This design comes from an exercise in tuning for small area and a short achievable clock period on the open sky130 flow, not from production work. At most, simulation tests tie the RTL to the original design; equivalence was not proved. Power and IR drop assume default switching activity.

==> 04-04: inputs <==
// memory_unit
module memory_unit(
    input CLK, RESET,  
    input [3:0] ADDR,  
    input [7:0] DATA_IN,  
    input READ, WRITE,  
    input [7:0] SEARCH_KEY,  
    output reg [7:0] DATA_OUT,  
    output reg [7:0] SEARCH_RESULT  
);
==> module memory_unit, before the edit <==
module memory_unit(
    input CLK, RESET,  
    input [3:0] ADDR,  
    input [7:0] DATA_IN,  
    input READ, WRITE,  
    input [7:0] SEARCH_KEY,  
    output reg [7:0] DATA_OUT,  
    output reg [7:0] SEARCH_RESULT  
);
wire we = !RESET && !READ && WRITE;
reg [7:0] dasd_memory [0:15];
reg [7:0] cam_key [0:7];
wire [15:0] rsel;    
wire [7:0]  match;   
wire [7:0]  ssel;    
wire [7:0]  dout_t [0:16];
wire [7:0]  sres_t [0:8];
assign dout_t[0] = READ ? 8'd0 : DATA_OUT;
assign sres_t[0] = READ ? 8'd0 : SEARCH_RESULT;
genvar g;
generate
    for (g = 0; g < 16; g = g + 1) begin : word
        always @(posedge CLK)
            if (we && ADDR == g)
                dasd_memory[g] <= DATA_IN;
        assign rsel[g] = READ && ADDR == g;
        assign dout_t[g + 1] = dout_t[g] | ({8{rsel[g]}} & dasd_memory[g]);
    end
    for (g = 0; g < 8; g = g + 1) begin : entry
        always @(posedge CLK)
            if (we && ADDR == g)
                cam_key[g] <= SEARCH_KEY;
        assign match[g] = cam_key[g] == SEARCH_KEY;
        if (g == 7) begin : top
            assign ssel[g] = READ && match[g];
        end else begin : below
            assign ssel[g] = READ && match[g] && match[7:g + 1] == 0;
        end
        assign sres_t[g + 1] = sres_t[g] | ({8{ssel[g]}} & dasd_memory[g]);
    end
endgenerate
always @(posedge CLK or posedge RESET) begin
    if (RESET) begin
        DATA_OUT <= 8'd0;
        SEARCH_RESULT <= 8'd0;
    end else begin
        DATA_OUT <= dout_t[16];
        SEARCH_RESULT <= sres_t[8];
    end
end
endmodule
clock: 4.0 ns
lec_check: 0
cap_margin: 20
core_margin: 2
core_utilization: 40
cts_buf_list: sky130_fd_sc_hd__clkbuf_4 sky130_fd_sc_hd__clkbuf_8
setup_slack_margin: 2.2
slew_margin: 20
run.sh (not shown) runs the stock make flow with config.mk's settings and CLKGATE_MAP_FILE= SYNTH_SCRIPT=/design/flow/synth_recipe.tcl, a recipe that flattens the netlist after the stock synthesis.
==> inputs of 07-28, as changes to 04-04 <==
==> flow/design.v (replaced) <==
module memory_unit(
    input CLK, RESET,  
    input [3:0] ADDR,  
    input [7:0] DATA_IN,  
    input READ, WRITE,  
    input [7:0] SEARCH_KEY,  
    output reg [7:0] DATA_OUT,  
    output reg [7:0] SEARCH_RESULT  
);
reg [7:0] dasd_memory [0:15];  
reg [7:0] cam_key [0:7];       
wire we = !RESET && !READ && WRITE;
always @(posedge CLK) begin
    if (we) begin
        dasd_memory[ADDR] <= DATA_IN;
        if (!ADDR[3])
            cam_key[ADDR[2:0]] <= SEARCH_KEY;
    end
end
reg [7:0] search;
integer i;
always @(*) begin
    search = 8'd0;
    for (i = 0; i < 8; i = i + 1)
        if (cam_key[i] == SEARCH_KEY)
            search = dasd_memory[i];
end
always @(posedge CLK or posedge RESET) begin
    if (RESET) begin
        DATA_OUT <= 8'd0;
        SEARCH_RESULT <= 8'd0;
    end else if (READ) begin
        DATA_OUT <= dasd_memory[ADDR];
        SEARCH_RESULT <= search;
    end
end
endmodule
--- a/flow/config.mk
+++ b/flow/config.mk
@@ -9,5 +9,4 @@
 export CORE_MARGIN = 2
 export CORE_UTILIZATION = 40
-export CTS_BUF_LIST = sky130_fd_sc_hd__clkbuf_4 sky130_fd_sc_hd__clkbuf_8
-export SETUP_SLACK_MARGIN = 2.2
+export SETUP_SLACK_MARGIN = 1.5
 export SLEW_MARGIN = 20
==> inputs of 08-19, as changes to 04-04 <==
==> flow/design.v (replaced) <==
module memory_unit(
    input CLK, RESET,  
    input [3:0] ADDR,  
    input [7:0] DATA_IN,  
    input READ, WRITE,  
    input [7:0] SEARCH_KEY,  
    output reg [7:0] DATA_OUT,  
    output reg [7:0] SEARCH_RESULT  
);
reg [7:0] dasd_memory [0:15];  
reg [7:0] cam_key [0:7];       
wire we = !RESET && !READ && WRITE;
always @(posedge CLK) begin
    if (we) begin
        dasd_memory[ADDR] <= DATA_IN;
        if (!ADDR[3])
            cam_key[ADDR[2:0]] <= SEARCH_KEY;
    end
end
reg [7:0] search;
integer i;
always @(*) begin
    search = 8'd0;
    for (i = 0; i < 8; i = i + 1)
        if (cam_key[i] == SEARCH_KEY)
            search = dasd_memory[i];
end
always @(posedge CLK or posedge RESET) begin
    if (RESET) begin
        DATA_OUT <= 8'd0;
        SEARCH_RESULT <= 8'd0;
    end else if (READ) begin
        DATA_OUT <= dasd_memory[ADDR];
        SEARCH_RESULT <= search;
    end
end
endmodule
==> flow/flow/run.sh (new file) <==
#!/bin/bash
# Own layout flow: the standard synthesis, then the standard ORFS steps with
# extra make variables (flow/make_args.txt, one NAME=VALUE per line).
set -uo pipefail
here=$(cd "$(dirname "$0")" && pwd)
mapfile -t args < <(grep -v '^\s*#' "$here/make_args.txt" | grep -v '^\s*$')
printf '%s\n' "${args[@]}" > make_args_used.log
bash standard.sh synth > synth.log 2>&1 || exit 1
bash standard.sh "${args[@]}" finish > layout.log 2>&1
==> flow/flow/make_args.txt (new file) <==
MATCH_CELL_FOOTPRINT=0
BUFFER_PORTS_ARGS=-buffer_cell sky130_fd_sc_hd__buf_2
CTS_ARGS=-sink_clustering_enable -repair_clock_nets -dont_use_dummy_load
==> flow/standard.sh (new file) <==
#!/bin/bash
# synth_recipe.tcl (not shown) runs the flow's synth.tcl, then flattens the netlist and writes it again
# the make line also repeats each setting of config.mk as NAME=value (left out here)
make -C /OpenROAD-flow-scripts/flow DESIGN_CONFIG=/design/flow/config.mk WORK_HOME=/design/flow/orfs CLKGATE_MAP_FILE= SYNTH_SCRIPT=/design/flow/synth_recipe.tcl "${@:-finish}"
--- a/flow/config.mk
+++ b/flow/config.mk
@@ -9,5 +9,4 @@
 export CORE_MARGIN = 2
 export CORE_UTILIZATION = 40
-export CTS_BUF_LIST = sky130_fd_sc_hd__clkbuf_4 sky130_fd_sc_hd__clkbuf_8
-export SETUP_SLACK_MARGIN = 2.2
+export SETUP_SLACK_MARGIN = 2.4
 export SLEW_MARGIN = 20
removed: flow/run.sh
==> comparison table <==
Clock latency on the worst-skew pair: 04-04 0.56 ns; 07-28 0.50 ns; 08-19 0.51 ns
Wire length on met3: 04-04 1950 um; 07-28 1150 um; 08-19 2020 um
Sequential-cell power consumption: 04-04 2.43 mW; 07-28 2.42 mW; 08-19 2.42 mW
Power share of the clock group: 04-04 38.3%; 07-28 43.2%; 08-19 37.7%
Static leakage power: 04-04 3.91 nW; 07-28 3.70 nW; 08-19 3.94 nW
Share of the core filled with cells in the final layout: 04-04 54.9%; 07-28 49.0%; 08-19 52.3%
Synthesized-area fraction occupied by ao, oa, aoi and oai cells: 04-04 10.0%; 07-28 3.46%; 08-19 3.46%
Worst hold slack: 04-04 0.455 ns; 07-28 0.511 ns; 08-19 0.441 ns
Switching power: 04-04 998 uW; 07-28 989 uW; 08-19 933 uW
Initial Util: 04-04 40.9%; 07-28 41.0%; 08-19 41.0%
Total routed wire length on the met1 layer: 04-04 10300 um; 07-28 9130 um; 08-19 9400 um
Synthesized net count: 04-04 578; 07-28 523; 08-19 523
Min-Delay Path Class: 04-04 in2reg; 07-28 reg2reg; 08-19 in2async
Layout inverter count without the clock tree: 04-04 9; 07-28 2; 08-19 2
Least-Margin Pin Slew: 04-04 0.632 ns; 07-28 0.769 ns; 08-19 0.369 ns
Outcome: 04-04 no timing/DRC/antenna violations; 07-28 no timing/DRC/antenna violations; 08-19 no timing/DRC/antenna violations
Maximum number of pins on one net before global-route repair: 04-04 18; 07-28 36; 08-19 18
No functional check of the RTL was part of 04-04.

## separate check: timing with driven ports
Ports are ideal in the flow. The routed layouts listed here were re-timed in OpenROAD. Step 1, drivers: a clkbuf_16 drives CLK and a buf_2 each remaining input, both assumed. Step 2 adds t to the input delays and takes it off the output delays; t is the mean of the earliest and latest rising clock arrival at the registers after step 1. Input paths then give back, and output paths get back, about the clock's delay inside the block. Slacks: ideal / step 1 / step 2; pairs: ideal / step 1.
run	shift t [ns]	setup slack, ns	worst data-port slew with drivers (ns)
04-04	0.589	1.828 / 1.835 / 1.246	0.10
07-28	0.539	1.492 / 1.515 / 0.976	0.04
08-19	0.540	2.080 / 1.861 / 1.321	0.36
After both steps every run listed still meets setup and hold. For 08-19, which loses most, drivers alone change the setup slack by -0.219 ns; drivers and shift together by -0.759 ns.
